This is an optimization exercise on Yosys and OpenROAD, whose aim is small area, a short achievable clock period and few clock cycles per item, not a production implementation.
Where RTL was checked, it was by simulation tests only, not by an equivalence proof against the original.
Only the layout flow was run in run 2; the RTL was not checked for function there.
Power and IR drop assume default switching activity.

==> flow/design.v, too long to show whole: its modules and the start of the top module <==
// module MGT_01_booth_row: 22 lines
// module MGT_01_booth_bit: 7 lines
// module MGT_01_fa: 8 lines
// module MGT_01_ha: 8 lines
// module MGT_01_mul_unit: 808 lines
module MGT_01_mul_unit
(  
  input  logic signed [31:0]       multiplier_i, multiplicand_i,
  input  logic                     clk_i, clk_en_i,                
  input  logic                     rst_n_i,                        
  input  logic [1:0]               operation_i,
  output logic signed [31:0]       result_o,
  output logic                     valid_o
);
  // ...
==> flow/flow/run.sh <==
#!/bin/bash
# Layout flow: the standard ORFS flow (standard.sh), with
#  - buf_2 cells as the port buffers (buffer_ports' default pick is a slow
#    delay cell); every input and output port still gets its own buffer
#  - the Booth rows' a22oi_2 gates from synthesis sized down to a22oi_1
#    (same function and pins); timing repair sizes up what it needs
#  - timing repair aiming at a setup margin below the clock period
# Each tool's output goes to synth.log and standard.log.
set -e
export BUFFER_PORTS_ARGS="-buffer_cell sky130_fd_sc_hd__buf_2"
export SETUP_SLACK_MARGIN=${MARGIN:-7}
RES=orfs/results/sky130hd/MGT_01_mul_unit/base
bash standard.sh $PWD/$RES/1_2_yosys.v > synth.log 2>&1
sed -i 's/sky130_fd_sc_hd__a22oi_2 /sky130_fd_sc_hd__a22oi_1 /' $RES/1_2_yosys.v
bash standard.sh > standard.log 2>&1
==> flow/standard.sh <==
#!/bin/bash
# synth_recipe.tcl (not shown) runs the flow's synth.tcl, then flattens the netlist and writes it again
# the make line also repeats each setting of config.mk as NAME=value (left out here)
make -C /OpenROAD-flow-scripts/flow DESIGN_CONFIG=/design/flow/config.mk WORK_HOME=/design/flow/orfs CLKGATE_MAP_FILE= SYNTH_SCRIPT=/design/flow/synth_recipe.tcl "${@:-finish}"
==> flow/config.mk <==
export PLATFORM = sky130hd
export DESIGN_NAME = MGT_01_mul_unit
export DESIGN_NICKNAME = MGT_01_mul_unit
export VERILOG_FILES = /design/flow/design.v
export SDC_FILE = /design/flow/constraint.sdc
export NUM_CORES = 4
export LEC_CHECK = 0
export CAP_MARGIN = 20
export CORE_MARGIN = 2
export CORE_UTILIZATION = 55
export CTS_BUF_LIST = sky130_fd_sc_hd__clkbuf_4 sky130_fd_sc_hd__clkbuf_8
export PLACE_DENSITY = 0.65
export SLEW_MARGIN = 20
export SYNTH_HIERARCHICAL = 1
export SYNTH_MINIMUM_KEEP_SIZE = 0
==> flow/constraint.sdc <==
create_clock -name core_clock -period 10.0 [get_ports {clk_i}]
set_input_delay 2.0000 -clock core_clock [delete_from_list [all_inputs] [get_ports {clk_i}]]
set_output_delay 2.0000 -clock core_clock [all_outputs]
set_load 0.01 [all_outputs]
==> results.sh, run 1 <==
export IMPL_start_util_pct=55.7
export IMPL_p_total_w=0.00433
export IMPL_area_growth_pct=22.8
export IMPL_finalCoreUtilization_pct=68.5
export IMPL_crit_start="first_q"
export IMPL_cts_sinks=166
export IMPL_worst_pin_slew_ns=0.727
export IMPL_design_seq_count=166
export IMPL_syn_area_per_cell_sq_um=12.2
export IMPL_stdcell_count=1629
export IMPL_final_nonclk_buf_share_pct=8.65
export IMPL_timing_hold_ws_ns=0.568
export IMPL_holdPathEnd="valid_q"
export IMPL_io_buffers=101
export IMPL_drt_total_wl_mm=38.2
export IMPL_cts_buffers=17
export IMPL_r2r_cells=9
export IMPL_outcome="no timing/DRC/antenna violations"
export IMPL_fmaxAchievable_mhz=304
export IMPL_cts_setup_buffers=36
export IMPL_cap_violations=0
export IMPL_finalSetupTns_ns=0
export IMPL_vias=9763
export IMPL_gp_congestion=0.858
export IMPL_fin_skew_ns=0.0153
export IMPL_n_tap_cell=324
export IMPL_seq_share_pct=27.8
export IMPL_dr_wl_met2_mm=19.1
export IMPL_clockBufferCount=17
export IMPL_wl_per_cell_microns=23.4
export IMPL_clk_power_w=0.000487
export IMPL_multi_input_area_share_pct=57.9
export IMPL_antenna_cells=0
export IMPL_drive_gt1_share_pct=31.4
export IMPL_die_area_sq_um=25800
export IMPL_critPathKind="flop to flop"
export IMPL_max_clock_path_buffers=2
export IMPL_clockPowerShare_pct=11.2
export IMPL_power_frac_seq_pct=29.0
export IMPL_ir_drop_mv=0.106
export IMPL_hp_class="flop to flop"
export IMPL_grt_pass1_vias=10104
Testbench counts, summed over its fixed seeds: cycles 22,400, items 3,200.
==> inputs of run 2 (changes only) <==
--- a/flow/design.v
+++ b/flow/design.v
@@ -56,17 +56,16 @@
   logic [31:0]     b_q;       
   logic            bs_q;      
   logic            mul_q;     
   logic [2:0]      cnt_q;
   logic            valid_q;
   logic [3:0]       one_q, two_q, neg_q;    
   logic [33:0]     s_q, c_q;  
   logic [7:0]      ls_q, lc_q;   
-  logic            first_q;   
   logic            corrl_q;   
   logic            cl_q;      
   logic [31:0]     res_q;
   always_ff @(posedge clk_i) begin
     b_q    <= multiplicand_i;
     bs_q   <= (operation_i == 2'b01) & multiplicand_i[31];
     mul_q  <= (operation_i == 2'b00);
   end
@@ -92,281 +91,278 @@
   logic [3:0][33:0] pp;
   assign neg = neg_q;
   genvar gi;
   generate
     for (gi = 0; gi < 4; gi++) begin : g_row
       MGT_01_booth_row u_row (.one_i(one_q[gi]), .two_i(two_q[gi]), .neg_i(neg_q[gi]), .y_i(y), .pp_o(pp[gi]));
     end
   endgenerate
-  logic [33:0] s_in, c_in;
-  assign s_in = first_q ? (34'(1) << 33) : s_q;
-  assign c_in = first_q ? '0 : c_q;
   logic [31:0] corr_row;
   assign corr_row = corrl_q ? b_q : 32'b0;
   logic t0_s, t0_c;
-  MGT_01_ha u_ha0 (.a_i(c_in[6]), .b_i(s_in[6]), .s_o(t0_s), .c_o(t0_c));
+  MGT_01_ha u_ha0 (.a_i(c_q[6]), .b_i(s_q[6]), .s_o(t0_s), .c_o(t0_c));
   logic t1_s, t1_c;
-  MGT_01_ha u_ha1 (.a_i(c_in[7]), .b_i(s_in[7]), .s_o(t1_s), .c_o(t1_c));
+  MGT_01_ha u_ha1 (.a_i(c_q[7]), .b_i(s_q[7]), .s_o(t1_s), .c_o(t1_c));
   logic t2_s, t2_c;
-  MGT_01_fa u_fa2 (.a_i(c_in[8]), .b_i(s_in[8]), .c_i(corr_row[0]), .s_o(t2_s), .c_o(t2_c));
+  MGT_01_fa u_fa2 (.a_i(c_q[8]), .b_i(s_q[8]), .c_i(corr_row[0]), .s_o(t2_s), .c_o(t2_c));
   logic t3_s, t3_c;
-  MGT_01_fa u_fa3 (.a_i(c_in[9]), .b_i(s_in[9]), .c_i(corr_row[1]), .s_o(t3_s), .c_o(t3_c));
+  MGT_01_fa u_fa3 (.a_i(c_q[9]), .b_i(s_q[9]), .c_i(corr_row[1]), .s_o(t3_s), .c_o(t3_c));
   logic t4_s, t4_c;
-  MGT_01_fa u_fa4 (.a_i(c_in[10]), .b_i(s_in[10]), .c_i(corr_row[2]), .s_o(t4_s), .c_o(t4_c));
+  MGT_01_fa u_fa4 (.a_i(c_q[10]), .b_i(s_q[10]), .c_i(corr_row[2]), .s_o(t4_s), .c_o(t4_c));
   logic t5_s, t5_c;
-  MGT_01_fa u_fa5 (.a_i(c_in[11]), .b_i(s_in[11]), .c_i(corr_row[3]), .s_o(t5_s), .c_o(t5_c));
+  MGT_01_fa u_fa5 (.a_i(c_q[11]), .b_i(s_q[11]), .c_i(corr_row[3]), .s_o(t5_s), .c_o(t5_c));
   logic t6_s, t6_c;
-  MGT_01_fa u_fa6 (.a_i(c_in[12]), .b_i(s_in[12]), .c_i(corr_row[4]), .s_o(t6_s), .c_o(t6_c));
+  MGT_01_fa u_fa6 (.a_i(c_q[12]), .b_i(s_q[12]), .c_i(corr_row[4]), .s_o(t6_s), .c_o(t6_c));
   logic t7_s, t7_c;
-  MGT_01_fa u_fa7 (.a_i(c_in[13]), .b_i(s_in[13]), .c_i(corr_row[5]), .s_o(t7_s), .c_o(t7_c));
+  MGT_01_fa u_fa7 (.a_i(c_q[13]), .b_i(s_q[13]), .c_i(corr_row[5]), .s_o(t7_s), .c_o(t7_c));
   logic t8_s, t8_c;
-  MGT_01_fa u_fa8 (.a_i(c_in[14]), .b_i(s_in[14]), .c_i(corr_row[6]), .s_o(t8_s), .c_o(t8_c));
+  MGT_01_fa u_fa8 (.a_i(c_q[14]), .b_i(s_q[14]), .c_i(corr_row[6]), .s_o(t8_s), .c_o(t8_c));
   logic t9_s, t9_c;
-  MGT_01_fa u_fa9 (.a_i(c_in[15]), .b_i(s_in[15]), .c_i(corr_row[7]), .s_o(t9_s), .c_o(t9_c));
+  MGT_01_fa u_fa9 (.a_i(c_q[15]), .b_i(s_q[15]), .c_i(corr_row[7]), .s_o(t9_s), .c_o(t9_c));
   logic t10_s, t10_c;
-  MGT_01_fa u_fa10 (.a_i(c_in[16]), .b_i(s_in[16]), .c_i(corr_row[8]), .s_o(t10_s), .c_o(t10_c));
+  MGT_01_fa u_fa10 (.a_i(c_q[16]), .b_i(s_q[16]), .c_i(corr_row[8]), .s_o(t10_s), .c_o(t10_c));
   logic t11_s, t11_c;
-  MGT_01_fa u_fa11 (.a_i(c_in[17]), .b_i(s_in[17]), .c_i(corr_row[9]), .s_o(t11_s), .c_o(t11_c));
+  MGT_01_fa u_fa11 (.a_i(c_q[17]), .b_i(s_q[17]), .c_i(corr_row[9]), .s_o(t11_s), .c_o(t11_c));
   logic t12_s, t12_c;
-  MGT_01_fa u_fa12 (.a_i(c_in[18]), .b_i(s_in[18]), .c_i(corr_row[10]), .s_o(t12_s), .c_o(t12_c));
+  MGT_01_fa u_fa12 (.a_i(c_q[18]), .b_i(s_q[18]), .c_i(corr_row[10]), .s_o(t12_s), .c_o(t12_c));
   logic t13_s, t13_c;
-  MGT_01_fa u_fa13 (.a_i(c_in[19]), .b_i(s_in[19]), .c_i(corr_row[11]), .s_o(t13_s), .c_o(t13_c));
+  MGT_01_fa u_fa13 (.a_i(c_q[19]), .b_i(s_q[19]), .c_i(corr_row[11]), .s_o(t13_s), .c_o(t13_c));
   logic t14_s, t14_c;
-  MGT_01_fa u_fa14 (.a_i(c_in[20]), .b_i(s_in[20]), .c_i(corr_row[12]), .s_o(t14_s), .c_o(t14_c));
+  MGT_01_fa u_fa14 (.a_i(c_q[20]), .b_i(s_q[20]), .c_i(corr_row[12]), .s_o(t14_s), .c_o(t14_c));
   logic t15_s, t15_c;
-  MGT_01_fa u_fa15 (.a_i(c_in[21]), .b_i(s_in[21]), .c_i(corr_row[13]), .s_o(t15_s), .c_o(t15_c));
+  MGT_01_fa u_fa15 (.a_i(c_q[21]), .b_i(s_q[21]), .c_i(corr_row[13]), .s_o(t15_s), .c_o(t15_c));
   logic t16_s, t16_c;
-  MGT_01_fa u_fa16 (.a_i(c_in[22]), .b_i(s_in[22]), .c_i(corr_row[14]), .s_o(t16_s), .c_o(t16_c));
+  MGT_01_fa u_fa16 (.a_i(c_q[22]), .b_i(s_q[22]), .c_i(corr_row[14]), .s_o(t16_s), .c_o(t16_c));
   logic t17_s, t17_c;
-  MGT_01_fa u_fa17 (.a_i(c_in[23]), .b_i(s_in[23]), .c_i(corr_row[15]), .s_o(t17_s), .c_o(t17_c));
+  MGT_01_fa u_fa17 (.a_i(c_q[23]), .b_i(s_q[23]), .c_i(corr_row[15]), .s_o(t17_s), .c_o(t17_c));
   logic t18_s, t18_c;
-  MGT_01_fa u_fa18 (.a_i(c_in[24]), .b_i(s_in[24]), .c_i(corr_row[16]), .s_o(t18_s), .c_o(t18_c));
+  MGT_01_fa u_fa18 (.a_i(c_q[24]), .b_i(s_q[24]), .c_i(corr_row[16]), .s_o(t18_s), .c_o(t18_c));
   logic t19_s, t19_c;
-  MGT_01_fa u_fa19 (.a_i(c_in[25]), .b_i(s_in[25]), .c_i(corr_row[17]), .s_o(t19_s), .c_o(t19_c));
+  MGT_01_fa u_fa19 (.a_i(c_q[25]), .b_i(s_q[25]), .c_i(corr_row[17]), .s_o(t19_s), .c_o(t19_c));
   logic t20_s, t20_c;
-  MGT_01_fa u_fa20 (.a_i(c_in[26]), .b_i(s_in[26]), .c_i(corr_row[18]), .s_o(t20_s), .c_o(t20_c));
+  MGT_01_fa u_fa20 (.a_i(c_q[26]), .b_i(s_q[26]), .c_i(corr_row[18]), .s_o(t20_s), .c_o(t20_c));
   logic t21_s, t21_c;
-  MGT_01_fa u_fa21 (.a_i(c_in[27]), .b_i(s_in[27]), .c_i(corr_row[19]), .s_o(t21_s), .c_o(t21_c));
+  MGT_01_fa u_fa21 (.a_i(c_q[27]), .b_i(s_q[27]), .c_i(corr_row[19]), .s_o(t21_s), .c_o(t21_c));
   logic t22_s, t22_c;
-  MGT_01_fa u_fa22 (.a_i(c_in[28]), .b_i(s_in[28]), .c_i(corr_row[20]), .s_o(t22_s), .c_o(t22_c));
+  MGT_01_fa u_fa22 (.a_i(c_q[28]), .b_i(s_q[28]), .c_i(corr_row[20]), .s_o(t22_s), .c_o(t22_c));
   logic t23_s, t23_c;
-  MGT_01_fa u_fa23 (.a_i(c_in[29]), .b_i(s_in[29]), .c_i(corr_row[21]), .s_o(t23_s), .c_o(t23_c));
+  MGT_01_fa u_fa23 (.a_i(c_q[29]), .b_i(s_q[29]), .c_i(corr_row[21]), .s_o(t23_s), .c_o(t23_c));
   logic t24_s, t24_c;
-  MGT_01_fa u_fa24 (.a_i(c_in[30]), .b_i(s_in[30]), .c_i(corr_row[22]), .s_o(t24_s), .c_o(t24_c));
+  MGT_01_fa u_fa24 (.a_i(c_q[30]), .b_i(s_q[30]), .c_i(corr_row[22]), .s_o(t24_s), .c_o(t24_c));
   logic t25_s, t25_c;
-  MGT_01_fa u_fa25 (.a_i(c_in[31]), .b_i(s_in[31]), .c_i(corr_row[23]), .s_o(t25_s), .c_o(t25_c));
+  MGT_01_fa u_fa25 (.a_i(c_q[31]), .b_i(s_q[31]), .c_i(corr_row[23]), .s_o(t25_s), .c_o(t25_c));
   logic t26_s, t26_c;
-  MGT_01_fa u_fa26 (.a_i(c_in[32]), .b_i(s_in[32]), .c_i(corr_row[24]), .s_o(t26_s), .c_o(t26_c));
+  MGT_01_fa u_fa26 (.a_i(c_q[32]), .b_i(s_q[32]), .c_i(corr_row[24]), .s_o(t26_s), .c_o(t26_c));
   logic t27_s, t27_c;
-  MGT_01_fa u_fa27 (.a_i(c_in[33]), .b_i(s_in[33]), .c_i(corr_row[25]), .s_o(t27_s), .c_o(t27_c));
+  MGT_01_fa u_fa27 (.a_i(c_q[33]), .b_i(s_q[33]), .c_i(corr_row[25]), .s_o(t27_s), .c_o(t27_c));
   logic t28_s, t28_c;
-  MGT_01_ha u_ha28 (.a_i(c_in[2]), .b_i(s_in[2]), .s_o(t28_s), .c_o(t28_c));
+  MGT_01_ha u_ha28 (.a_i(c_q[2]), .b_i(s_q[2]), .s_o(t28_s), .c_o(t28_c));
   logic t29_s, t29_c;
-  MGT_01_ha u_ha29 (.a_i(c_in[3]), .b_i(s_in[3]), .s_o(t29_s), .c_o(t29_c));
+  MGT_01_ha u_ha29 (.a_i(c_q[3]), .b_i(s_q[3]), .s_o(t29_s), .c_o(t29_c));
   logic t30_s, t30_c;
-  MGT_01_fa u_fa30 (.a_i(c_in[4]), .b_i(s_in[4]), .c_i(neg[2]), .s_o(t30_s), .c_o(t30_c));
+  MGT_01_fa u_fa30 (.a_i(c_q[4]), .b_i(s_q[4]), .c_i(neg[2]), .s_o(t30_s), .c_o(t30_c));
   logic t31_s, t31_c;
   MGT_01_ha u_ha31 (.a_i(pp[0][4]), .b_i(pp[1][2]), .s_o(t31_s), .c_o(t31_c));
   logic t32_s, t32_c;
-  MGT_01_fa u_fa32 (.a_i(c_in[5]), .b_i(s_in[5]), .c_i(pp[0][5]), .s_o(t32_s), .c_o(t32_c));
+  MGT_01_fa u_fa32 (.a_i(c_q[5]), .b_i(s_q[5]), .c_i(pp[0][5]), .s_o(t32_s), .c_o(t32_c));
   logic t33_s, t33_c;
   MGT_01_ha u_ha33 (.a_i(pp[1][3]), .b_i(pp[2][1]), .s_o(t33_s), .c_o(t33_c));
   logic t34_s, t34_c;
   MGT_01_fa u_fa34 (.a_i(t0_s), .b_i(neg[3]), .c_i(pp[0][6]), .s_o(t34_s), .c_o(t34_c));
   logic t35_s, t35_c;
   MGT_01_fa u_fa35 (.a_i(pp[1][4]), .b_i(pp[2][2]), .c_i(pp[3][0]), .s_o(t35_s), .c_o(t35_c));
   logic t36_s, t36_c;
   MGT_01_fa u_fa36 (.a_i(t0_c), .b_i(t1_s), .c_i(pp[0][7]), .s_o(t36_s), .c_o(t36_c));
   logic t37_s, t37_c;
   MGT_01_fa u_fa37 (.a_i(pp[1][5]), .b_i(pp[2][3]), .c_i(pp[3][1]), .s_o(t37_s), .c_o(t37_c));
   logic t38_s, t38_c;
-  MGT_01_fa u_fa38 (.a_i(t1_c), .b_i(t2_s), .c_i(pp[0][8]), .s_o(t38_s), .c_o(t38_c));
+  MGT_01_fa u_fa38 (.a_i(t1_c), .b_i(pp[0][8]), .c_i(pp[1][6]), .s_o(t38_s), .c_o(t38_c));
   logic t39_s, t39_c;
-  MGT_01_fa u_fa39 (.a_i(pp[1][6]), .b_i(pp[2][4]), .c_i(pp[3][2]), .s_o(t39_s), .c_o(t39_c));
+  MGT_01_fa u_fa39 (.a_i(pp[2][4]), .b_i(pp[3][2]), .c_i(t2_s), .s_o(t39_s), .c_o(t39_c));
   logic t40_s, t40_c;
-  MGT_01_fa u_fa40 (.a_i(t2_c), .b_i(t3_s), .c_i(pp[0][9]), .s_o(t40_s), .c_o(t40_c));
+  MGT_01_fa u_fa40 (.a_i(pp[0][9]), .b_i(pp[1][7]), .c_i(pp[2][5]), .s_o(t40_s), .c_o(t40_c));
   logic t41_s, t41_c;
-  MGT_01_fa u_fa41 (.a_i(pp[1][7]), .b_i(pp[2][5]), .c_i(pp[3][3]), .s_o(t41_s), .c_o(t41_c));
+  MGT_01_fa u_fa41 (.a_i(pp[3][3]), .b_i(t2_c), .c_i(t3_s), .s_o(t41_s), .c_o(t41_c));
   logic t42_s, t42_c;
-  MGT_01_fa u_fa42 (.a_i(t3_c), .b_i(t4_s), .c_i(pp[0][10]), .s_o(t42_s), .c_o(t42_c));
+  MGT_01_fa u_fa42 (.a_i(pp[0][10]), .b_i(pp[1][8]), .c_i(pp[2][6]), .s_o(t42_s), .c_o(t42_c));
   logic t43_s, t43_c;
-  MGT_01_fa u_fa43 (.a_i(pp[1][8]), .b_i(pp[2][6]), .c_i(pp[3][4]), .s_o(t43_s), .c_o(t43_c));
+  MGT_01_fa u_fa43 (.a_i(pp[3][4]), .b_i(t3_c), .c_i(t4_s), .s_o(t43_s), .c_o(t43_c));
   logic t44_s, t44_c;
-  MGT_01_fa u_fa44 (.a_i(t4_c), .b_i(t5_s), .c_i(pp[0][11]), .s_o(t44_s), .c_o(t44_c));
+  MGT_01_fa u_fa44 (.a_i(pp[0][11]), .b_i(pp[1][9]), .c_i(pp[2][7]), .s_o(t44_s), .c_o(t44_c));
   logic t45_s, t45_c;
-  MGT_01_fa u_fa45 (.a_i(pp[1][9]), .b_i(pp[2][7]), .c_i(pp[3][5]), .s_o(t45_s), .c_o(t45_c));
+  MGT_01_fa u_fa45 (.a_i(pp[3][5]), .b_i(t4_c), .c_i(t5_s), .s_o(t45_s), .c_o(t45_c));
   logic t46_s, t46_c;
-  MGT_01_fa u_fa46 (.a_i(t5_c), .b_i(t6_s), .c_i(pp[0][12]), .s_o(t46_s), .c_o(t46_c));
+  MGT_01_fa u_fa46 (.a_i(pp[0][12]), .b_i(pp[1][10]), .c_i(pp[2][8]), .s_o(t46_s), .c_o(t46_c));
   logic t47_s, t47_c;
-  MGT_01_fa u_fa47 (.a_i(pp[1][10]), .b_i(pp[2][8]), .c_i(pp[3][6]), .s_o(t47_s), .c_o(t47_c));
+  MGT_01_fa u_fa47 (.a_i(pp[3][6]), .b_i(t5_c), .c_i(t6_s), .s_o(t47_s), .c_o(t47_c));
   logic t48_s, t48_c;
-  MGT_01_fa u_fa48 (.a_i(t6_c), .b_i(t7_s), .c_i(pp[0][13]), .s_o(t48_s), .c_o(t48_c));
+  MGT_01_fa u_fa48 (.a_i(pp[0][13]), .b_i(pp[1][11]), .c_i(pp[2][9]), .s_o(t48_s), .c_o(t48_c));
   logic t49_s, t49_c;
-  MGT_01_fa u_fa49 (.a_i(pp[1][11]), .b_i(pp[2][9]), .c_i(pp[3][7]), .s_o(t49_s), .c_o(t49_c));
+  MGT_01_fa u_fa49 (.a_i(pp[3][7]), .b_i(t6_c), .c_i(t7_s), .s_o(t49_s), .c_o(t49_c));
   logic t50_s, t50_c;
-  MGT_01_fa u_fa50 (.a_i(t7_c), .b_i(t8_s), .c_i(pp[0][14]), .s_o(t50_s), .c_o(t50_c));
+  MGT_01_fa u_fa50 (.a_i(pp[0][14]), .b_i(pp[1][12]), .c_i(pp[2][10]), .s_o(t50_s), .c_o(t50_c));
   logic t51_s, t51_c;
-  MGT_01_fa u_fa51 (.a_i(pp[1][12]), .b_i(pp[2][10]), .c_i(pp[3][8]), .s_o(t51_s), .c_o(t51_c));
+  MGT_01_fa u_fa51 (.a_i(pp[3][8]), .b_i(t7_c), .c_i(t8_s), .s_o(t51_s), .c_o(t51_c));
   logic t52_s, t52_c;
-  MGT_01_fa u_fa52 (.a_i(t8_c), .b_i(t9_s), .c_i(pp[0][15]), .s_o(t52_s), .c_o(t52_c));
+  MGT_01_fa u_fa52 (.a_i(pp[0][15]), .b_i(pp[1][13]), .c_i(pp[2][11]), .s_o(t52_s), .c_o(t52_c));
   logic t53_s, t53_c;
-  MGT_01_fa u_fa53 (.a_i(pp[1][13]), .b_i(pp[2][11]), .c_i(pp[3][9]), .s_o(t53_s), .c_o(t53_c));
+  MGT_01_fa u_fa53 (.a_i(pp[3][9]), .b_i(t8_c), .c_i(t9_s), .s_o(t53_s), .c_o(t53_c));
   logic t54_s, t54_c;
-  MGT_01_fa u_fa54 (.a_i(t9_c), .b_i(t10_s), .c_i(pp[0][16]), .s_o(t54_s), .c_o(t54_c));
+  MGT_01_fa u_fa54 (.a_i(pp[0][16]), .b_i(pp[1][14]), .c_i(pp[2][12]), .s_o(t54_s), .c_o(t54_c));
   logic t55_s, t55_c;
-  MGT_01_fa u_fa55 (.a_i(pp[1][14]), .b_i(pp[2][12]), .c_i(pp[3][10]), .s_o(t55_s), .c_o(t55_c));
+  MGT_01_fa u_fa55 (.a_i(pp[3][10]), .b_i(t9_c), .c_i(t10_s), .s_o(t55_s), .c_o(t55_c));
   logic t56_s, t56_c;
-  MGT_01_fa u_fa56 (.a_i(t10_c), .b_i(t11_s), .c_i(pp[0][17]), .s_o(t56_s), .c_o(t56_c));
+  MGT_01_fa u_fa56 (.a_i(pp[0][17]), .b_i(pp[1][15]), .c_i(pp[2][13]), .s_o(t56_s), .c_o(t56_c));
   logic t57_s, t57_c;
-  MGT_01_fa u_fa57 (.a_i(pp[1][15]), .b_i(pp[2][13]), .c_i(pp[3][11]), .s_o(t57_s), .c_o(t57_c));
+  MGT_01_fa u_fa57 (.a_i(pp[3][11]), .b_i(t10_c), .c_i(t11_s), .s_o(t57_s), .c_o(t57_c));
   logic t58_s, t58_c;
-  MGT_01_fa u_fa58 (.a_i(t11_c), .b_i(t12_s), .c_i(pp[0][18]), .s_o(t58_s), .c_o(t58_c));
+  MGT_01_fa u_fa58 (.a_i(pp[0][18]), .b_i(pp[1][16]), .c_i(pp[2][14]), .s_o(t58_s), .c_o(t58_c));
   logic t59_s, t59_c;
-  MGT_01_fa u_fa59 (.a_i(pp[1][16]), .b_i(pp[2][14]), .c_i(pp[3][12]), .s_o(t59_s), .c_o(t59_c));
+  MGT_01_fa u_fa59 (.a_i(pp[3][12]), .b_i(t11_c), .c_i(t12_s), .s_o(t59_s), .c_o(t59_c));
   logic t60_s, t60_c;
-  MGT_01_fa u_fa60 (.a_i(t12_c), .b_i(t13_s), .c_i(pp[0][19]), .s_o(t60_s), .c_o(t60_c));
+  MGT_01_fa u_fa60 (.a_i(pp[0][19]), .b_i(pp[1][17]), .c_i(pp[2][15]), .s_o(t60_s), .c_o(t60_c));
   logic t61_s, t61_c;
-  MGT_01_fa u_fa61 (.a_i(pp[1][17]), .b_i(pp[2][15]), .c_i(pp[3][13]), .s_o(t61_s), .c_o(t61_c));
+  MGT_01_fa u_fa61 (.a_i(pp[3][13]), .b_i(t12_c), .c_i(t13_s), .s_o(t61_s), .c_o(t61_c));
   logic t62_s, t62_c;
-  MGT_01_fa u_fa62 (.a_i(t13_c), .b_i(t14_s), .c_i(pp[0][20]), .s_o(t62_s), .c_o(t62_c));
+  MGT_01_fa u_fa62 (.a_i(pp[0][20]), .b_i(pp[1][18]), .c_i(pp[2][16]), .s_o(t62_s), .c_o(t62_c));
   logic t63_s, t63_c;
-  MGT_01_fa u_fa63 (.a_i(pp[1][18]), .b_i(pp[2][16]), .c_i(pp[3][14]), .s_o(t63_s), .c_o(t63_c));
+  MGT_01_fa u_fa63 (.a_i(pp[3][14]), .b_i(t13_c), .c_i(t14_s), .s_o(t63_s), .c_o(t63_c));
   logic t64_s, t64_c;
-  MGT_01_fa u_fa64 (.a_i(t14_c), .b_i(t15_s), .c_i(pp[0][21]), .s_o(t64_s), .c_o(t64_c));
+  MGT_01_fa u_fa64 (.a_i(pp[0][21]), .b_i(pp[1][19]), .c_i(pp[2][17]), .s_o(t64_s), .c_o(t64_c));
   logic t65_s, t65_c;
-  MGT_01_fa u_fa65 (.a_i(pp[1][19]), .b_i(pp[2][17]), .c_i(pp[3][15]), .s_o(t65_s), .c_o(t65_c));
+  MGT_01_fa u_fa65 (.a_i(pp[3][15]), .b_i(t14_c), .c_i(t15_s), .s_o(t65_s), .c_o(t65_c));
   logic t66_s, t66_c;
-  MGT_01_fa u_fa66 (.a_i(t15_c), .b_i(t16_s), .c_i(pp[0][22]), .s_o(t66_s), .c_o(t66_c));
+  MGT_01_fa u_fa66 (.a_i(pp[0][22]), .b_i(pp[1][20]), .c_i(pp[2][18]), .s_o(t66_s), .c_o(t66_c));
   logic t67_s, t67_c;
-  MGT_01_fa u_fa67 (.a_i(pp[1][20]), .b_i(pp[2][18]), .c_i(pp[3][16]), .s_o(t67_s), .c_o(t67_c));
+  MGT_01_fa u_fa67 (.a_i(pp[3][16]), .b_i(t15_c), .c_i(t16_s), .s_o(t67_s), .c_o(t67_c));
   logic t68_s, t68_c;
-  MGT_01_fa u_fa68 (.a_i(t16_c), .b_i(t17_s), .c_i(pp[0][23]), .s_o(t68_s), .c_o(t68_c));
+  MGT_01_fa u_fa68 (.a_i(pp[0][23]), .b_i(pp[1][21]), .c_i(pp[2][19]), .s_o(t68_s), .c_o(t68_c));
   logic t69_s, t69_c;
-  MGT_01_fa u_fa69 (.a_i(pp[1][21]), .b_i(pp[2][19]), .c_i(pp[3][17]), .s_o(t69_s), .c_o(t69_c));
+  MGT_01_fa u_fa69 (.a_i(pp[3][17]), .b_i(t16_c), .c_i(t17_s), .s_o(t69_s), .c_o(t69_c));
   logic t70_s, t70_c;
-  MGT_01_fa u_fa70 (.a_i(t17_c), .b_i(t18_s), .c_i(pp[0][24]), .s_o(t70_s), .c_o(t70_c));
+  MGT_01_fa u_fa70 (.a_i(pp[0][24]), .b_i(pp[1][22]), .c_i(pp[2][20]), .s_o(t70_s), .c_o(t70_c));
   logic t71_s, t71_c;
-  MGT_01_fa u_fa71 (.a_i(pp[1][22]), .b_i(pp[2][20]), .c_i(pp[3][18]), .s_o(t71_s), .c_o(t71_c));
+  MGT_01_fa u_fa71 (.a_i(pp[3][18]), .b_i(t17_c), .c_i(t18_s), .s_o(t71_s), .c_o(t71_c));
   logic t72_s, t72_c;
-  MGT_01_fa u_fa72 (.a_i(t18_c), .b_i(t19_s), .c_i(pp[0][25]), .s_o(t72_s), .c_o(t72_c));
+  MGT_01_fa u_fa72 (.a_i(pp[0][25]), .b_i(pp[1][23]), .c_i(pp[2][21]), .s_o(t72_s), .c_o(t72_c));
   logic t73_s, t73_c;
-  MGT_01_fa u_fa73 (.a_i(pp[1][23]), .b_i(pp[2][21]), .c_i(pp[3][19]), .s_o(t73_s), .c_o(t73_c));
+  MGT_01_fa u_fa73 (.a_i(pp[3][19]), .b_i(t18_c), .c_i(t19_s), .s_o(t73_s), .c_o(t73_c));
   logic t74_s, t74_c;
-  MGT_01_fa u_fa74 (.a_i(t19_c), .b_i(t20_s), .c_i(pp[0][26]), .s_o(t74_s), .c_o(t74_c));
+  MGT_01_fa u_fa74 (.a_i(pp[0][26]), .b_i(pp[1][24]), .c_i(pp[2][22]), .s_o(t74_s), .c_o(t74_c));
   logic t75_s, t75_c;
-  MGT_01_fa u_fa75 (.a_i(pp[1][24]), .b_i(pp[2][22]), .c_i(pp[3][20]), .s_o(t75_s), .c_o(t75_c));
+  MGT_01_fa u_fa75 (.a_i(pp[3][20]), .b_i(t19_c), .c_i(t20_s), .s_o(t75_s), .c_o(t75_c));
   logic t76_s, t76_c;
-  MGT_01_fa u_fa76 (.a_i(t20_c), .b_i(t21_s), .c_i(pp[0][27]), .s_o(t76_s), .c_o(t76_c));
+  MGT_01_fa u_fa76 (.a_i(pp[0][27]), .b_i(pp[1][25]), .c_i(pp[2][23]), .s_o(t76_s), .c_o(t76_c));
   logic t77_s, t77_c;
-  MGT_01_fa u_fa77 (.a_i(pp[1][25]), .b_i(pp[2][23]), .c_i(pp[3][21]), .s_o(t77_s), .c_o(t77_c));
+  MGT_01_fa u_fa77 (.a_i(pp[3][21]), .b_i(t20_c), .c_i(t21_s), .s_o(t77_s), .c_o(t77_c));
   logic t78_s, t78_c;
-  MGT_01_fa u_fa78 (.a_i(t21_c), .b_i(t22_s), .c_i(pp[0][28]), .s_o(t78_s), .c_o(t78_c));
+  MGT_01_fa u_fa78 (.a_i(pp[0][28]), .b_i(pp[1][26]), .c_i(pp[2][24]), .s_o(t78_s), .c_o(t78_c));
   logic t79_s, t79_c;
-  MGT_01_fa u_fa79 (.a_i(pp[1][26]), .b_i(pp[2][24]), .c_i(pp[3][22]), .s_o(t79_s), .c_o(t79_c));
+  MGT_01_fa u_fa79 (.a_i(pp[3][22]), .b_i(t21_c), .c_i(t22_s), .s_o(t79_s), .c_o(t79_c));
   logic t80_s, t80_c;
-  MGT_01_fa u_fa80 (.a_i(t22_c), .b_i(t23_s), .c_i(pp[0][29]), .s_o(t80_s), .c_o(t80_c));
+  MGT_01_fa u_fa80 (.a_i(pp[0][29]), .b_i(pp[1][27]), .c_i(pp[2][25]), .s_o(t80_s), .c_o(t80_c));
   logic t81_s, t81_c;
-  MGT_01_fa u_fa81 (.a_i(pp[1][27]), .b_i(pp[2][25]), .c_i(pp[3][23]), .s_o(t81_s), .c_o(t81_c));
+  MGT_01_fa u_fa81 (.a_i(pp[3][23]), .b_i(t22_c), .c_i(t23_s), .s_o(t81_s), .c_o(t81_c));
   logic t82_s, t82_c;
-  MGT_01_fa u_fa82 (.a_i(t23_c), .b_i(t24_s), .c_i(pp[0][30]), .s_o(t82_s), .c_o(t82_c));
+  MGT_01_fa u_fa82 (.a_i(pp[0][30]), .b_i(pp[1][28]), .c_i(pp[2][26]), .s_o(t82_s), .c_o(t82_c));
   logic t83_s, t83_c;
-  MGT_01_fa u_fa83 (.a_i(pp[1][28]), .b_i(pp[2][26]), .c_i(pp[3][24]), .s_o(t83_s), .c_o(t83_c));
+  MGT_01_fa u_fa83 (.a_i(pp[3][24]), .b_i(t23_c), .c_i(t24_s), .s_o(t83_s), .c_o(t83_c));
   logic t84_s, t84_c;
-  MGT_01_fa u_fa84 (.a_i(t24_c), .b_i(t25_s), .c_i(pp[0][31]), .s_o(t84_s), .c_o(t84_c));
+  MGT_01_fa u_fa84 (.a_i(pp[0][31]), .b_i(pp[1][29]), .c_i(pp[2][27]), .s_o(t84_s), .c_o(t84_c));
   logic t85_s, t85_c;
-  MGT_01_fa u_fa85 (.a_i(pp[1][29]), .b_i(pp[2][27]), .c_i(pp[3][25]), .s_o(t85_s), .c_o(t85_c));
+  MGT_01_fa u_fa85 (.a_i(pp[3][25]), .b_i(t24_c), .c_i(t25_s), .s_o(t85_s), .c_o(t85_c));
   logic t86_s, t86_c;
-  MGT_01_fa u_fa86 (.a_i(t25_c), .b_i(t26_s), .c_i(pp[0][32]), .s_o(t86_s), .c_o(t86_c));
+  MGT_01_fa u_fa86 (.a_i(pp[0][32]), .b_i(pp[1][30]), .c_i(pp[2][28]), .s_o(t86_s), .c_o(t86_c));
   logic t87_s, t87_c;
-  MGT_01_fa u_fa87 (.a_i(pp[1][30]), .b_i(pp[2][28]), .c_i(pp[3][26]), .s_o(t87_s), .c_o(t87_c));
+  MGT_01_fa u_fa87 (.a_i(pp[3][26]), .b_i(t25_c), .c_i(t26_s), .s_o(t87_s), .c_o(t87_c));
   logic t88_s, t88_c;
-  MGT_01_fa u_fa88 (.a_i(t26_c), .b_i(t27_s), .c_i(pp[0][33]), .s_o(t88_s), .c_o(t88_c));
+  MGT_01_fa u_fa88 (.a_i(pp[0][33]), .b_i(pp[1][31]), .c_i(pp[2][29]), .s_o(t88_s), .c_o(t88_c));
   logic t89_s, t89_c;
-  MGT_01_fa u_fa89 (.a_i(pp[1][31]), .b_i(pp[2][29]), .c_i(pp[3][27]), .s_o(t89_s), .c_o(t89_c));
+  MGT_01_fa u_fa89 (.a_i(pp[3][27]), .b_i(t26_c), .c_i(t27_s), .s_o(t89_s), .c_o(t89_c));
   logic t90_s, t90_c;
-  assign t90_s = ~(corr_row[26] ^ t27_c);
-  assign t90_c = corr_row[26] | t27_c;
+  assign t90_s = ~(corr_row[26] ^ pp[1][32]);
+  assign t90_c = corr_row[26] | pp[1][32];
   logic t91_s, t91_c;
-  MGT_01_fa u_fa91 (.a_i(pp[1][32]), .b_i(pp[2][30]), .c_i(pp[3][28]), .s_o(t91_s), .c_o(t91_c));
+  MGT_01_fa u_fa91 (.a_i(pp[2][30]), .b_i(pp[3][28]), .c_i(t27_c), .s_o(t91_s), .c_o(t91_c));
   logic t92_s, t92_c;
   MGT_01_fa u_fa92 (.a_i(corr_row[27]), .b_i(pp[1][33]), .c_i(pp[2][31]), .s_o(t92_s), .c_o(t92_c));
   logic t93_s, t93_c;
   assign t93_s = ~corr_row[28];
   assign t93_c = corr_row[28];
   logic t94_s, t94_c;
-  MGT_01_ha u_ha94 (.a_i(c_in[0]), .b_i(s_in[0]), .s_o(t94_s), .c_o(t94_c));
+  MGT_01_ha u_ha94 (.a_i(c_q[0]), .b_i(s_q[0]), .s_o(t94_s), .c_o(t94_c));
   logic t95_s, t95_c;
-  MGT_01_ha u_ha95 (.a_i(c_in[1]), .b_i(s_in[1]), .s_o(t95_s), .c_o(t95_c));
+  MGT_01_ha u_ha95 (.a_i(c_q[1]), .b_i(s_q[1]), .s_o(t95_s), .c_o(t95_c));
   logic t96_s, t96_c;
   MGT_01_fa u_fa96 (.a_i(t28_s), .b_i(neg[1]), .c_i(pp[0][2]), .s_o(t96_s), .c_o(t96_c));
   logic t97_s, t97_c;
   MGT_01_fa u_fa97 (.a_i(t28_c), .b_i(t29_s), .c_i(pp[0][3]), .s_o(t97_s), .c_o(t97_c));
   logic t98_s, t98_c;
   MGT_01_fa u_fa98 (.a_i(t29_c), .b_i(pp[2][0]), .c_i(t30_s), .s_o(t98_s), .c_o(t98_c));
   logic t99_s, t99_c;
   MGT_01_fa u_fa99 (.a_i(t30_c), .b_i(t31_c), .c_i(t33_s), .s_o(t99_s), .c_o(t99_c));
   logic t100_s, t100_c;
   MGT_01_fa u_fa100 (.a_i(t33_c), .b_i(t32_c), .c_i(t34_s), .s_o(t100_s), .c_o(t100_c));
   logic t101_s, t101_c;
   MGT_01_fa u_fa101 (.a_i(t34_c), .b_i(t35_c), .c_i(t36_s), .s_o(t101_s), .c_o(t101_c));
   logic t102_s, t102_c;
   MGT_01_fa u_fa102 (.a_i(t36_c), .b_i(t37_c), .c_i(t38_s), .s_o(t102_s), .c_o(t102_c));
   logic t103_s, t103_c;
-  MGT_01_fa u_fa103 (.a_i(t38_c), .b_i(t39_c), .c_i(t40_s), .s_o(t103_s), .c_o(t103_c));
+  MGT_01_fa u_fa103 (.a_i(t38_c), .b_i(t40_s), .c_i(t39_c), .s_o(t103_s), .c_o(t103_c));
   logic t104_s, t104_c;
-  MGT_01_fa u_fa104 (.a_i(t40_c), .b_i(t41_c), .c_i(t42_s), .s_o(t104_s), .c_o(t104_c));
+  MGT_01_fa u_fa104 (.a_i(t40_c), .b_i(t42_s), .c_i(t41_c), .s_o(t104_s), .c_o(t104_c));
   logic t105_s, t105_c;
-  MGT_01_fa u_fa105 (.a_i(t42_c), .b_i(t43_c), .c_i(t44_s), .s_o(t105_s), .c_o(t105_c));
+  MGT_01_fa u_fa105 (.a_i(t42_c), .b_i(t44_s), .c_i(t43_c), .s_o(t105_s), .c_o(t105_c));
   logic t106_s, t106_c;
-  MGT_01_fa u_fa106 (.a_i(t44_c), .b_i(t45_c), .c_i(t46_s), .s_o(t106_s), .c_o(t106_c));
+  MGT_01_fa u_fa106 (.a_i(t44_c), .b_i(t46_s), .c_i(t45_c), .s_o(t106_s), .c_o(t106_c));
   logic t107_s, t107_c;
-  MGT_01_fa u_fa107 (.a_i(t46_c), .b_i(t47_c), .c_i(t48_s), .s_o(t107_s), .c_o(t107_c));
+  MGT_01_fa u_fa107 (.a_i(t46_c), .b_i(t48_s), .c_i(t47_c), .s_o(t107_s), .c_o(t107_c));
   logic t108_s, t108_c;
-  MGT_01_fa u_fa108 (.a_i(t48_c), .b_i(t49_c), .c_i(t50_s), .s_o(t108_s), .c_o(t108_c));
+  MGT_01_fa u_fa108 (.a_i(t48_c), .b_i(t50_s), .c_i(t49_c), .s_o(t108_s), .c_o(t108_c));
   logic t109_s, t109_c;
-  MGT_01_fa u_fa109 (.a_i(t50_c), .b_i(t51_c), .c_i(t52_s), .s_o(t109_s), .c_o(t109_c));
+  MGT_01_fa u_fa109 (.a_i(t50_c), .b_i(t52_s), .c_i(t51_c), .s_o(t109_s), .c_o(t109_c));
   logic t110_s, t110_c;
-  MGT_01_fa u_fa110 (.a_i(t52_c), .b_i(t53_c), .c_i(t54_s), .s_o(t110_s), .c_o(t110_c));
+  MGT_01_fa u_fa110 (.a_i(t52_c), .b_i(t54_s), .c_i(t53_c), .s_o(t110_s), .c_o(t110_c));
   logic t111_s, t111_c;
-  MGT_01_fa u_fa111 (.a_i(t54_c), .b_i(t55_c), .c_i(t56_s), .s_o(t111_s), .c_o(t111_c));
+  MGT_01_fa u_fa111 (.a_i(t54_c), .b_i(t56_s), .c_i(t55_c), .s_o(t111_s), .c_o(t111_c));
   logic t112_s, t112_c;
-  MGT_01_fa u_fa112 (.a_i(t56_c), .b_i(t57_c), .c_i(t58_s), .s_o(t112_s), .c_o(t112_c));
+  MGT_01_fa u_fa112 (.a_i(t56_c), .b_i(t58_s), .c_i(t57_c), .s_o(t112_s), .c_o(t112_c));
   logic t113_s, t113_c;
-  MGT_01_fa u_fa113 (.a_i(t58_c), .b_i(t59_c), .c_i(t60_s), .s_o(t113_s), .c_o(t113_c));
+  MGT_01_fa u_fa113 (.a_i(t58_c), .b_i(t60_s), .c_i(t59_c), .s_o(t113_s), .c_o(t113_c));
   logic t114_s, t114_c;
-  MGT_01_fa u_fa114 (.a_i(t60_c), .b_i(t61_c), .c_i(t62_s), .s_o(t114_s), .c_o(t114_c));
+  MGT_01_fa u_fa114 (.a_i(t60_c), .b_i(t62_s), .c_i(t61_c), .s_o(t114_s), .c_o(t114_c));
   logic t115_s, t115_c;
-  MGT_01_fa u_fa115 (.a_i(t62_c), .b_i(t63_c), .c_i(t64_s), .s_o(t115_s), .c_o(t115_c));
+  MGT_01_fa u_fa115 (.a_i(t62_c), .b_i(t64_s), .c_i(t63_c), .s_o(t115_s), .c_o(t115_c));
   logic t116_s, t116_c;
-  MGT_01_fa u_fa116 (.a_i(t64_c), .b_i(t65_c), .c_i(t66_s), .s_o(t116_s), .c_o(t116_c));
+  MGT_01_fa u_fa116 (.a_i(t64_c), .b_i(t66_s), .c_i(t65_c), .s_o(t116_s), .c_o(t116_c));
   logic t117_s, t117_c;
-  MGT_01_fa u_fa117 (.a_i(t66_c), .b_i(t67_c), .c_i(t68_s), .s_o(t117_s), .c_o(t117_c));
+  MGT_01_fa u_fa117 (.a_i(t66_c), .b_i(t68_s), .c_i(t67_c), .s_o(t117_s), .c_o(t117_c));
   logic t118_s, t118_c;
-  MGT_01_fa u_fa118 (.a_i(t68_c), .b_i(t69_c), .c_i(t70_s), .s_o(t118_s), .c_o(t118_c));
+  MGT_01_fa u_fa118 (.a_i(t68_c), .b_i(t70_s), .c_i(t69_c), .s_o(t118_s), .c_o(t118_c));
   logic t119_s, t119_c;
-  MGT_01_fa u_fa119 (.a_i(t70_c), .b_i(t71_c), .c_i(t72_s), .s_o(t119_s), .c_o(t119_c));
+  MGT_01_fa u_fa119 (.a_i(t70_c), .b_i(t72_s), .c_i(t71_c), .s_o(t119_s), .c_o(t119_c));
   logic t120_s, t120_c;
-  MGT_01_fa u_fa120 (.a_i(t72_c), .b_i(t73_c), .c_i(t74_s), .s_o(t120_s), .c_o(t120_c));
+  MGT_01_fa u_fa120 (.a_i(t72_c), .b_i(t74_s), .c_i(t73_c), .s_o(t120_s), .c_o(t120_c));
   logic t121_s, t121_c;
-  MGT_01_fa u_fa121 (.a_i(t74_c), .b_i(t75_c), .c_i(t76_s), .s_o(t121_s), .c_o(t121_c));
+  MGT_01_fa u_fa121 (.a_i(t74_c), .b_i(t76_s), .c_i(t75_c), .s_o(t121_s), .c_o(t121_c));
   logic t122_s, t122_c;
-  MGT_01_fa u_fa122 (.a_i(t76_c), .b_i(t77_c), .c_i(t78_s), .s_o(t122_s), .c_o(t122_c));
+  MGT_01_fa u_fa122 (.a_i(t76_c), .b_i(t78_s), .c_i(t77_c), .s_o(t122_s), .c_o(t122_c));
   logic t123_s, t123_c;
-  MGT_01_fa u_fa123 (.a_i(t78_c), .b_i(t79_c), .c_i(t80_s), .s_o(t123_s), .c_o(t123_c));
+  MGT_01_fa u_fa123 (.a_i(t78_c), .b_i(t80_s), .c_i(t79_c), .s_o(t123_s), .c_o(t123_c));
   logic t124_s, t124_c;
-  MGT_01_fa u_fa124 (.a_i(t80_c), .b_i(t81_c), .c_i(t82_s), .s_o(t124_s), .c_o(t124_c));
+  MGT_01_fa u_fa124 (.a_i(t80_c), .b_i(t82_s), .c_i(t81_c), .s_o(t124_s), .c_o(t124_c));
   logic t125_s, t125_c;
-  MGT_01_fa u_fa125 (.a_i(t82_c), .b_i(t83_c), .c_i(t84_s), .s_o(t125_s), .c_o(t125_c));
+  MGT_01_fa u_fa125 (.a_i(t82_c), .b_i(t84_s), .c_i(t83_c), .s_o(t125_s), .c_o(t125_c));
   logic t126_s, t126_c;
-  MGT_01_fa u_fa126 (.a_i(t84_c), .b_i(t85_c), .c_i(t86_s), .s_o(t126_s), .c_o(t126_c));
+  MGT_01_fa u_fa126 (.a_i(t84_c), .b_i(t86_s), .c_i(t85_c), .s_o(t126_s), .c_o(t126_c));
   logic t127_s, t127_c;
-  MGT_01_fa u_fa127 (.a_i(t86_c), .b_i(t87_c), .c_i(t88_s), .s_o(t127_s), .c_o(t127_c));
+  MGT_01_fa u_fa127 (.a_i(t86_c), .b_i(t88_s), .c_i(t87_c), .s_o(t127_s), .c_o(t127_c));
   logic t128_s, t128_c;
-  MGT_01_fa u_fa128 (.a_i(t90_s), .b_i(t88_c), .c_i(t89_c), .s_o(t128_s), .c_o(t128_c));
+  MGT_01_fa u_fa128 (.a_i(t88_c), .b_i(t90_s), .c_i(t89_c), .s_o(t128_s), .c_o(t128_c));
   logic t129_s, t129_c;
   MGT_01_fa u_fa129 (.a_i(pp[3][29]), .b_i(t90_c), .c_i(t91_c), .s_o(t129_s), .c_o(t129_c));
   logic t130_s, t130_c;
   MGT_01_fa u_fa130 (.a_i(t93_s), .b_i(pp[2][32]), .c_i(pp[3][30]), .s_o(t130_s), .c_o(t130_c));
   logic t131_s, t131_c;
   MGT_01_fa u_fa131 (.a_i(corr_row[29]), .b_i(t93_c), .c_i(pp[2][33]), .s_o(t131_s), .c_o(t131_c));
   logic t132_s, t132_c;
   assign t132_s = ~corr_row[30];
@@ -827,19 +823,21 @@
       end else begin
         cnt_q   <= cnt_q + 1'b1;
         valid_q <= last;
       end
     end
   end
   always_ff @(posedge clk_i) begin
     if (clk_en_i) begin
-      first_q <= (cnt_q == 0);
       corrl_q <= (cnt_q == K - 1) & operation_i[1] & operation_i[0] & multiplier_i[31];
-      if (compute) begin
+      if (cnt_q == 0) begin
+        s_q  <= 34'(1) << 33;
+        c_q  <= '0;
+      end else if (compute) begin
         s_q  <= row_a[41:8];
         c_q  <= row_b[41:8];
         ls_q <= row_a[7:0];
         lc_q <= row_b[7:0];
       end
       if (compute | last)
         cl_q <= (cnt_q == 1) ? 1'b0 : low[8];
       if (compute | (last & mul_q))
==> flow/flow/run.sh (replaced) <==
#!/bin/bash
# Layout flow: the standard ORFS flow (standard.sh), with
#  - buf_2 cells as the port buffers (buffer_ports' default pick is a slow
#    delay cell), every input and output port still gets its own buffer
#  - timing repair aiming at a setup margin below the clock period
# Each tool's output goes to standard.log.
export BUFFER_PORTS_ARGS="-buffer_cell sky130_fd_sc_hd__buf_2"
export SETUP_SLACK_MARGIN=${MARGIN:-7}
bash standard.sh > standard.log 2>&1
==> flow/config.mk (replaced) <==
export PLATFORM = sky130hd
export DESIGN_NAME = MGT_01_mul_unit
export DESIGN_NICKNAME = MGT_01_mul_unit
export VERILOG_FILES = /design/flow/design.v
export SDC_FILE = /design/flow/constraint.sdc
export NUM_CORES = 4
export LEC_CHECK = 0
export CAP_MARGIN = 20
export CORE_MARGIN = 2
export CORE_UTILIZATION = 55
export PLACE_DENSITY = 0.65
export SLEW_MARGIN = 20
export SYNTH_HIERARCHICAL = 1
export SYNTH_MINIMUM_KEEP_SIZE = 0
==> results.sh, run 2 <==
export IMPL_outcome="no timing/DRC/antenna violations"
export IMPL_yosys_area_top_type="edfxtp_1"
export IMPL_rows=58
export IMPL_io_buffers=101
export IMPL_wl_per_cell_microns=23.4
export IMPL_period_needed_ns=3.20
export IMPL_grt_max_degree=68
export IMPL_drt_total_wl_mm=38.3
export IMPL_cp_max_fo=4
export IMPL_fin_crit_sh_pct=32.0
export IMPL_top_regs="s_q: 34 flops, c_q: 33 flops"
export IMPL_ant_nets=0
export IMPL_drtIter0Drc=862
export IMPL_io_pins=102
export IMPL_holdPathEnd="valid_q"
export IMPL_dr_pass1_iters=5
export IMPL_grt_pass1_wl_mm=58.5
export IMPL_area_growth_pct=22.3
export IMPL_synthTopCellsByArea="edfxtp_1, fa_1, a22oi_2, xnor2_1, ha_1"
export IMPL_synth_top_area_share_pct=27.2
export IMPL_m1WireLength_mm=16.4
export IMPL_cts_htree_levels=4
export IMPL_end_kind="flop"
export IMPL_timing_rr_end="res_q[23]"
export IMPL_cp_start_kind="flop"
export IMPL_die_w_microns=165
export IMPL_powerDensity_nw_per_um2=316
export IMPL_place_ws_ns=6.23
export IMPL_nNetsFinal=1593
export IMPL_ir_drop_mv=0.183
export IMPL_clk_pin_slew_worst_paths_ns=0.07
export IMPL_fmaxAchievable_mhz=313
export IMPL_synthMostInstantiatedCell="fa_1"
export IMPL_worst_pin_slew_ns=0.851
export IMPL_ys_seq_area_share_pct=32.6
export IMPL_synthFlopType="edfxtp_1"
export IMPL_rsz0062_at_grt="true"
export IMPL_antenna_found_initial=3
export IMPL_fp_coreArea_sq_um=25300
export IMPL_synth_async_reset_ratio_pct=0
export IMPL_start_util_pct=56.2
export IMPL_synth_edff_count=129
export IMPL_ys_ff_latch=167
export IMPL_maxSlewHeadroom_pct=43.2
export IMPL_dp_hpwl_mm=26.4
export IMPL_critPathRequiredTime_ns=10.18
export IMPL_fin_skew_ns=0.0177
export IMPL_r2r_cells=11
export IMPL_fin_ws_ns=6.80
export IMPL_syn_nets=1404
export IMPL_drive_gt1_share_pct=44.5
export IMPL_final_common_cell="xnor2_1"
export IMPL_hold_violations=0
export IMPL_setup_viol_count_final=0
export IMPL_regMostFlops="s_q"
export IMPL_grt_use_total_pct=29.1
export IMPL_syn_area_per_cell_sq_um=12.9
export IMPL_synth_distinct_cells=58
export IMPL_drc=0
export IMPL_vias=9585
export IMPL_dr_wl_met2_mm=19.2
export IMPL_cts_sinks=167
export IMPL_grt_pass1_vias=9928
export IMPL_p_leak_nw=6.34
export IMPL_largest_register_ffs=34
export IMPL_cap_violations=0
export IMPL_gr_total_overflow=0
export IMPL_cts_buffers=17
export IMPL_fillers=1877
export IMPL_syn_area_sq_um=14200
export IMPL_cts_tree="done"
export IMPL_hp_class="flop to flop"
export IMPL_wl_met3_mm=2.01
export IMPL_die_h_microns=165
export IMPL_syn_inst=1105
export IMPL_gp_congestion=0.843
export IMPL_layout_common_cells="xnor2_1, a22oi_2, edfxtp_1"
export IMPL_synthTopCellsByCount="fa_1, xnor2_1, a22oi_2"
export IMPL_critPathKind="flop to flop"
export IMPL_r2r_slack_ns=6.80
export IMPL_hold_path_depth=2
export IMPL_min_from="valid_q"
export IMPL_ys_warn_count=7
export IMPL_routed_top_layer="met5"
export IMPL_r2r_start="c_q[0]"
export IMPL_finalSetupTns_ns=0
export IMPL_arrival_ns=3.37
export IMPL_drv_slew=0
export IMPL_viasPerCell=5.85
export IMPL_max_clock_path_buffers=2
export IMPL_insertion_delay_ns=0.43
export IMPL_die_area_sq_um=27200
export IMPL_cts_root_buf="clkbuf_16"
-- run 2: cell count changes in the layout (fill, tap and decap cells not counted), sizes merged, moves of 3 or more --
cell and change:
and2 -3, nand2 +4, nor2b +3, clkbuf +3, inv -5
-- run 2: worst max path at each step --
stage | slack (ns) | cells after the start | start | to
after global placement | 6.27 | 3 | clk_en_i | s_q[16]
final | 6.80 | 11 | c_q[0] | res_q[23]
after floorplan | 6.42 | 2 | clk_en_i | c_q[0]
after detailed placement | 6.23 | 3 | clk_en_i | c_q[13]
after global routing | 6.76 | 11 | c_q[0] | res_q[23]
after CTS | 6.86 | 8 | corrl_q | s_q[15]
-- run 2: repair_timing --
item                                    in CTS  in global routing
setup buffers                               49                 21
gates resized for setup                    110                 77
endpoints found under the setup margin     211                 89
cloned                                       3                  1
pin swaps                                   29                 34
hold buffers                                 0                  0
-- run 2: kinds of logic after synthesis --
| family | Yosys count | synth area share, % |
|---|---|---|
| AOI/OAI and AO/OA | 245 | 17.2 |
| xor gates and xnor gates | 162 | 9.97 |
| adders and majority gates | 230 | 29.0 |
| buffers and inverters | 59 | 1.57 |
| DFF | 167 | 32.6 |
| muxes | 13 | 0.993 |
| other | 5 | 0.132 |
| and+or+nand+nor | 224 | 8.49 |
-- run 2: routing by layer --
layer | vias up | global-route usage [%]
met1 | 4872 | 39.4
met2 | 330 | 49.0
li1 | 4318 | -
met5 | - | 0
met4 | 4 | 7.19
met3 | 61 | 5.17
-- run 2: power breakdown --
| part | total [W] | internal, W | switching, W |
|---|---|---|---|
| logic | 0.00358 | 0.00183 | 0.00175 |
| clock network | 0.000618 | 0.000321 | 0.000296 |
| registers | 0.00129 | 0.00108 | 0.000210 |
| total | 0.00549 | 0.00323 | 0.00226 |
-- run 2: layout make-up --
class / instances / area, sq um / share of cell area (%)
diodes: 1 / 2.50 / 0.0144
clock inverters: 13 / 95.1 / 0.546
flip-flops and latches: 167 / 4660 / 26.8
clock buffers: 19 / 433 / 2.49
repair buffers: 191 / 1390 / 8.00
inverters: 37 / 139 / 0.798
well taps: 330 / 413 / 2.37
multi-input cells: 880 / 10300 / 59.0
-- run 2: per-stage QoR --
stage	hold WS [ns]	utilization (%)	cells	area, sq um	power (W)
after detailed placement	0.500	60.9	1531	15400	0.00437
after global routing	0.561	68.7	1637	17400	0.00593
after floorplan	0.495	-	1105	14500	0.00348
after CTS	0.513	66.7	1615	16900	0.00525
after global placement	0.489	60.9	1531	15400	0.00425
final	0.508	68.7	1638	17400	0.00549
-- run 2: critical path, cell delays in order, from the launching register on --
cell       delay (ns)
edfxtp_1         0.45
ha_4             0.32
nand4_1          0.13
buf_4            0.18
a211oi_4         0.31
o2111ai_4        0.17
a21oi_4          0.28
o211ai_4         0.14
and2b_1          0.21
inv_2            0.06
fa_2             0.40
mux2_4           0.29
-- run 2: per-module statistics from Yosys, one instance, submodules excluded --
module / area [sq um] / flops+latches / times used
MGT_01_booth_bit: 21.3 / 0 / 136
MGT_01_booth_row: 7.51 / 0 / 4
MGT_01_fa: 20.0 / 0 / 161
MGT_01_ha: 12.5 / 0 / 9
MGT_01_mul_unit: 7970 / 167 / 1

[port drivers added, routing unchanged]
In the flow no input, the clock included, has a driving cell. The finished layouts below were timed again as built, in two steps. Step 1, drivers: a clkbuf_16 drives clk_i and a buf_2 each remaining input, both assumed. Step 2 moves the port delays by t, midway between the first and last clock arrival at a register: inputs arrive t later, outputs are due t later. That takes back most of the time a late clock gives input paths. a / b / c = no drivers / after step 1 / after step 2; a / b = the first two.
run	shift t [ns]	setup slack, ns	worst register clock-pin slew, ns
run 1	0.518	6.707 / 6.707 / 6.553	0.10 / 0.10
run 2	0.472	6.804 / 6.804 / 6.619	0.07 / 0.07
After both steps every run listed still meets setup and hold. For run 2, which loses most, drivers alone change the setup slack by 0.000 ns; drivers and shift together by -0.185 ns.
